This is an optimization exercise on Yosys and OpenROAD, whose aim is small area, not a production implementation. Function was checked by simulation only, so behaviour that the tests miss may differ from the original. No activity file was given, so power comes from the tool's default toggle rates.

==> job 6647 <==
Design odu_count_gen_fifo, start of the top module:
module odu_count_gen_fifo(
    input           clk,
    input           rst,
    input           enable_chid,
    input           type_chid,
    input           fifo_read_enable,
    output          fifo_empty,
    output [394:0]  fifo_data_out,
    output [383:0]  data_chid,
    output          data_valid_chid
    );
    wire         enable_gen_data;
    wire [30:0]  word;
    wire         valid;
    wire [1:0]   mfas;
    wire [33:0]  fifo_entry;        
    wire         empty;
    odu_count_reg odu_count_reg_instance(
        .clk             (clk),
        .rst             (rst),
        .enable_chid     (enable_chid),
        .chid_type       (type_chid),
        .enable_gen_data (enable_gen_data)
    );
    odu_gen_data odu_gen_data_instance(
        .clk           (clk),
        .rst           (rst),
        .enable        (enable_gen_data),
        .word_out      (word),
        .valid_gen_out (valid),
        .mfas_out      (mfas)
    );
    fifo_syn_depth8 #(
        .DATA_WIDTH(34),
        .ADDR_WIDTH(1)
        )
    fifo_syn_depth8_instace (
        .clk    (clk),
        .reset  (rst),
        .w_en   (valid),
        .r_en   (fifo_read_enable & ~empty),
        .w_data ({valid, mfas, word}),
        .empty  (empty),
        .full   (),
        .r_data (fifo_entry)
        );
    wire fifo_frame_start, fifo_row_start;
    odu_word_decode data_decode(
        .word        (word),
        .data        (data_chid),
        .frame_start (),
        .row_start   ()
    );
    odu_word_decode fifo_decode(
        .word        (fifo_entry[30:0]),
        .data        (fifo_data_out[393:10]),
        .frame_start (fifo_frame_start),
        .row_start   (fifo_row_start)
    );
    assign fifo_data_out[394]   = fifo_entry[33];
    assign fifo_data_out[9]     = fifo_frame_start;
    assign fifo_data_out[8]     = fifo_row_start;
    assign fifo_data_out[7:0]   = {fifo_entry[32:31], 6'd0};
    assign fifo_empty           = empty;
    assign data_valid_chid      = valid;
endmodule
==> module odu_word_decode, before the edit <==
module odu_word_decode(
        input  [30:0]  word,
        output [383:0] data,
        output         frame_start,
        output         row_start
        );
    wire       ones = word[30];
    wire [1:0] m2 = word[29:28], m1 = word[27:26], m0 = word[25:24];
    wire [7:0] b2 = word[23:16], b1 = word[15:8], b0 = word[7:0];
    function [7:0] mfas_of;
        input [1:0] r;
        case (r)
            2'd0: mfas_of = 8'h00;
            2'd1: mfas_of = 8'h40;
            2'd2: mfas_of = 8'h80;
            default: mfas_of = 8'hff;
        endcase
    endfunction
    genvar j;
    generate
        for (j = 0; j < 16; j = j + 1) begin : g_byte
            wire [7:0] v2 = b2 - j;
            wire [7:0] v1 = b1 - j;
            wire [7:0] v0 = b0 - j;
            wire [3:0] n2 = {2'b00, b2[1:0]} + 4'd1;
            wire [7:0] h2 = (j == 1 && b2[1:0] == 2'd0) ? mfas_of(b2[3:2]) : {n2, n2};
            assign data[256 + 8*j +: 8] = ones ? 8'hff :
                                          (m2 == 2'd1 || (m2 == 2'd2 && j < 9)) ? v2 :
                                          (m2 == 2'd3) ? h2 : 8'h00;
            assign data[128 + 8*j +: 8] = ones ? 8'hff :
                                          (m1 == 2'd1 || (m1 == 2'd2 && j < 9)) ? v1 : 8'h00;
            assign data[8*j +: 8]       = ones ? 8'hff :
                                          (m0 == 2'd1 || (m0 == 2'd2 && j < 9)) ? v0 :
                                          (m0 == 2'd3) ? 8'h99 : 8'h00;
        end
    endgenerate
    assign row_start   = ~ones & (m2 == 2'd3);
    assign frame_start = row_start & (b2[1:0] == 2'd0);
endmodule
==> flow/config.mk <==
export PLATFORM = sky130hd
export DESIGN_NAME = odu_count_gen_fifo
export DESIGN_NICKNAME = odu_count_gen_fifo
export VERILOG_FILES = /design/flow/design.v
export SDC_FILE = /design/flow/constraint.sdc
export NUM_CORES = 4
export LEC_CHECK = 0
export CAP_MARGIN = 20
export CORE_MARGIN = 2
export CORE_UTILIZATION = 40
export PLACE_DENSITY = 0.6
export SLEW_MARGIN = 20
==> flow/constraint.sdc <==
create_clock -name core_clock -period 6.0 [get_ports {clk}]
set_input_delay 1.2000 -clock core_clock [delete_from_list [all_inputs] [get_ports {clk}]]
set_output_delay 1.2000 -clock core_clock [all_outputs]
set_load 0.01 [all_outputs]
run.sh (not shown) runs the stock make flow with config.mk's settings and CLKGATE_MAP_FILE= SYNTH_SCRIPT=/design/flow/synth_recipe.tcl, a recipe that flattens the netlist after the stock synthesis.
==> job 7773 (differences from job 6647) <==
--- a/flow/design.v
+++ b/flow/design.v
@@ -326,32 +326,77 @@
     wire [1:0] m2 = word[29:28], m1 = word[27:26], m0 = word[25:24];
-    wire [7:0] b2 = word[23:16], b1 = word[15:8], b0 = word[7:0];
-    function [7:0] mfas_of;
-        input [1:0] r;
-        case (r)
-            2'd0: mfas_of = 8'h00;
-            2'd1: mfas_of = 8'h40;
-            2'd2: mfas_of = 8'h80;
-            default: mfas_of = 8'hff;
-        endcase
+    odu_chunk_decode #(.KIND(2)) chunk2 (
+        .b(word[23:16]), .ones(ones), .en_lo(m2[0] ^ m2[1]), .en_hi(m2[0] & ~m2[1]),
+        .spec(m2[0] & m2[1]), .d(data[383:256]));
+    odu_chunk_decode #(.KIND(0)) chunk1 (
+        .b(word[15:8]), .ones(ones), .en_lo(m1[0] ^ m1[1]), .en_hi(m1[0] & ~m1[1]),
+        .spec(1'b0), .d(data[255:128]));
+    odu_chunk_decode #(.KIND(1)) chunk0 (
+        .b(word[7:0]), .ones(ones), .en_lo(m0[0] ^ m0[1]), .en_hi(m0[0] & ~m0[1]),
+        .spec(m0[0] & m0[1]), .d(data[127:0]));
+    assign row_start   = ~ones & m2[0] & m2[1];
+    assign frame_start = row_start & ~word[17] & ~word[16];
+endmodule
+module odu_chunk_decode #(parameter KIND = 0) (
+        input  [7:0]   b,
+        input          ones,
+        input          en_lo,
+        input          en_hi,
+        input          spec,
+        output [127:0] d
+        );
+    function lt;
+        input [3:0] x;
+        input [3:0] c;
+        input integer n;
+        integer i;
+        begin
+            lt = 1'b0;
+            for (i = 0; i < n; i = i + 1)
+                lt = c[i] ? (~x[i] | lt) : (~x[i] & lt);
+        end
+    endfunction
+    function cbit;
+        input [7:0] bb;
+        input integer j;
+        input integer p;
+        reg   [3:0] n;
+        reg   [7:0] mf;
+        begin
+            if (KIND == 1)
+                cbit = (p == 0 || p == 3 || p == 4 || p == 7);
+            else if (KIND == 2) begin
+                n  = {1'b0, bb[1] & bb[0], bb[1] ^ bb[0], ~bb[0]};
+                mf = {bb[3], bb[2], {6{bb[3] & bb[2]}}};
+                if (j == 1)
+                    cbit = (~bb[1] & ~bb[0]) ? mf[p] : n[p % 4];
+                else
+                    cbit = n[p % 4];
+            end else
+                cbit = 1'b0;
+        end
     endfunction
-    genvar j;
+    wire [3:0] h   = b[7:4];
+    wire [3:0] hm1 = {h[3] ^ ~(h[2] | h[1] | h[0]), h[2] ^ ~(h[1] | h[0]), h[1] ^ ~h[0], ~h[0]};
+    genvar j, p;
     generate
         for (j = 0; j < 16; j = j + 1) begin : g_byte
-            wire [7:0] v2 = b2 - j;
-            wire [7:0] v1 = b1 - j;
-            wire [7:0] v0 = b0 - j;
-            wire [3:0] n2 = {2'b00, b2[1:0]} + 4'd1;
-            wire [7:0] h2 = (j == 1 && b2[1:0] == 2'd0) ? mfas_of(b2[3:2]) : {n2, n2};
-            assign data[256 + 8*j +: 8] = ones ? 8'hff :
-                                          (m2 == 2'd1 || (m2 == 2'd2 && j < 9)) ? v2 :
-                                          (m2 == 2'd3) ? h2 : 8'h00;
-            assign data[128 + 8*j +: 8] = ones ? 8'hff :
-                                          (m1 == 2'd1 || (m1 == 2'd2 && j < 9)) ? v1 : 8'h00;
-            assign data[8*j +: 8]       = ones ? 8'hff :
-                                          (m0 == 2'd1 || (m0 == 2'd2 && j < 9)) ? v0 :
-                                          (m0 == 2'd3) ? 8'h99 : 8'h00;
+            wire en = (j < 9) ? en_lo : en_hi;
+            for (p = 0; p < 8; p = p + 1) begin : g_bit
+                wire raw0, raw1, sel;
+                if (p >= 4) begin : g_hi
+                    assign raw0 = h[p - 4];
+                    assign raw1 = hm1[p - 4];
+                    assign sel  = lt(b[3:0], j, 4);
+                end else begin : g_lo
+                    assign raw0 = b[p] ^ ((j >> p) & 1);
+                    assign raw1 = ~b[p] ^ ((j >> p) & 1);
+                    assign sel  = lt(b[3:0], j, p);
+                end
+                wire c  = cbit(b, j, p);
+                wire g0 = ones | (en & raw0) | (spec & c);
+                wire g1 = ones | (en & raw1) | (spec & c);
+                assign d[8*j + p] = sel ? g1 : g0;
+            end
         end
     endgenerate
-    assign row_start   = ~ones & (m2 == 2'd3);
-    assign frame_start = row_start & (b2[1:0] == 2'd0);
 endmodule
==> flow/flow/run.sh (new file) <==
#!/bin/bash
cp standard.sh standard_sh_copy.txt
export BUFFER_PORTS_ARGS="-buffer_cell sky130_fd_sc_hd__buf_1"
bash standard.sh > standard_flow.log 2>&1
==> flow/standard.sh (new file) <==
#!/bin/bash
# synth_recipe.tcl (not shown) runs the flow's synth.tcl, then flattens the netlist and writes it again
# the make line also repeats each setting of config.mk as NAME=value (left out here)
make -C /OpenROAD-flow-scripts/flow DESIGN_CONFIG=/design/flow/config.mk WORK_HOME=/design/flow/orfs CLKGATE_MAP_FILE= SYNTH_SCRIPT=/design/flow/synth_recipe.tcl "${@:-finish}"
removed: flow/run.sh
==> run notes <==
Between job 6647 and job 7773, the lower wire length is in job 7773 (gap about 17%, measured against job 7773). Of job 6647 and job 7773, job 6647 has the higher global-route usage (gap 4.0 points). Between job 7773 and job 6647, the lower utilization is in job 7773 (gap 10 points). Cell count: job 6647 is higher than job 7773 (7.9%). Of job 6647 and job 7773, job 6647 has the higher clock skew (gap 0.0012 ns). In job 7773 the design area is smaller than in job 6647, by about 22%. Between job 6647 and job 7773, the lower first-iteration DRC count is in job 7773 (gap about 17%, measured against job 7773). Between job 7773 and job 6647, the lower register-to-register slack is in job 7773 (gap 0.07 ns).
==> figures <==
                                                                          job 6647                  job 7773
Run status                                                 complete, no violations   complete, no violations
Via count                                                                    25400                     22700
Peak supply drop                                                          0.187 mV                  0.209 mV
Number of global-route vias before repair                                    23200                     20000
Placed cell count                                                             4247                      3936
Final Util                                                                   55.7%                     45.5%
P_seq                                                                      1.14 mW                   1.25 mW
Area share of the largest cell type after synthesis                          13.7%                     10.4%
Area taken by multi-input logic gates                                    15400 um2                 13700 um2
Most area-hungry cell type in the Yosys netlist           sky130_fd_sc_hd__o21ai_0  sky130_fd_sc_hd__mux2i_1
Violation count after the first detailed-route iteration                      3114                      2658
Initial core utilization                                                     40.6%                     40.5%
Overall power after layout                                                 5.32 mW                   5.84 mW
Slew of the pin with the lowest slew margin                                1.27 ns                   1.21 ns
Met2 usage in global routing                                                 57.4%                     51.5%
Post-Synth Simple-Gate Area                                                  17.2%                     18.1%
Post-Syn Instances                                                            3091                      2861
Count of antenna diodes in the layout                                            6                         2

re-timing with driven ports:
No port has a modelled driver above. Below, the same layouts with a new extraction and two added sets of constraints.
Step 1 assumes that a clkbuf_16 drives the clock port and a buf_2 every other input.
Step 2 also shifts input and output timing later by t, the mid clock arrival at the registers, as if the neighbouring blocks saw the same clock.
a / b / c = ideal ports / drivers / drivers and shift; a / b = the first two.
run	shift t [ns]	setup slack, ns	worst setup path at the end	clock arrival spread, ns	worst data-port slew with drivers (ns)
job 6647	0.491	0.074 / 0.014 / 0.505	register to output	0.016 / 0.016	0.09
job 7773	0.483	0.638 / 0.586 / 1.069	register to output	0.014 / 0.013	0.14
After both steps every run listed still meets setup and hold.
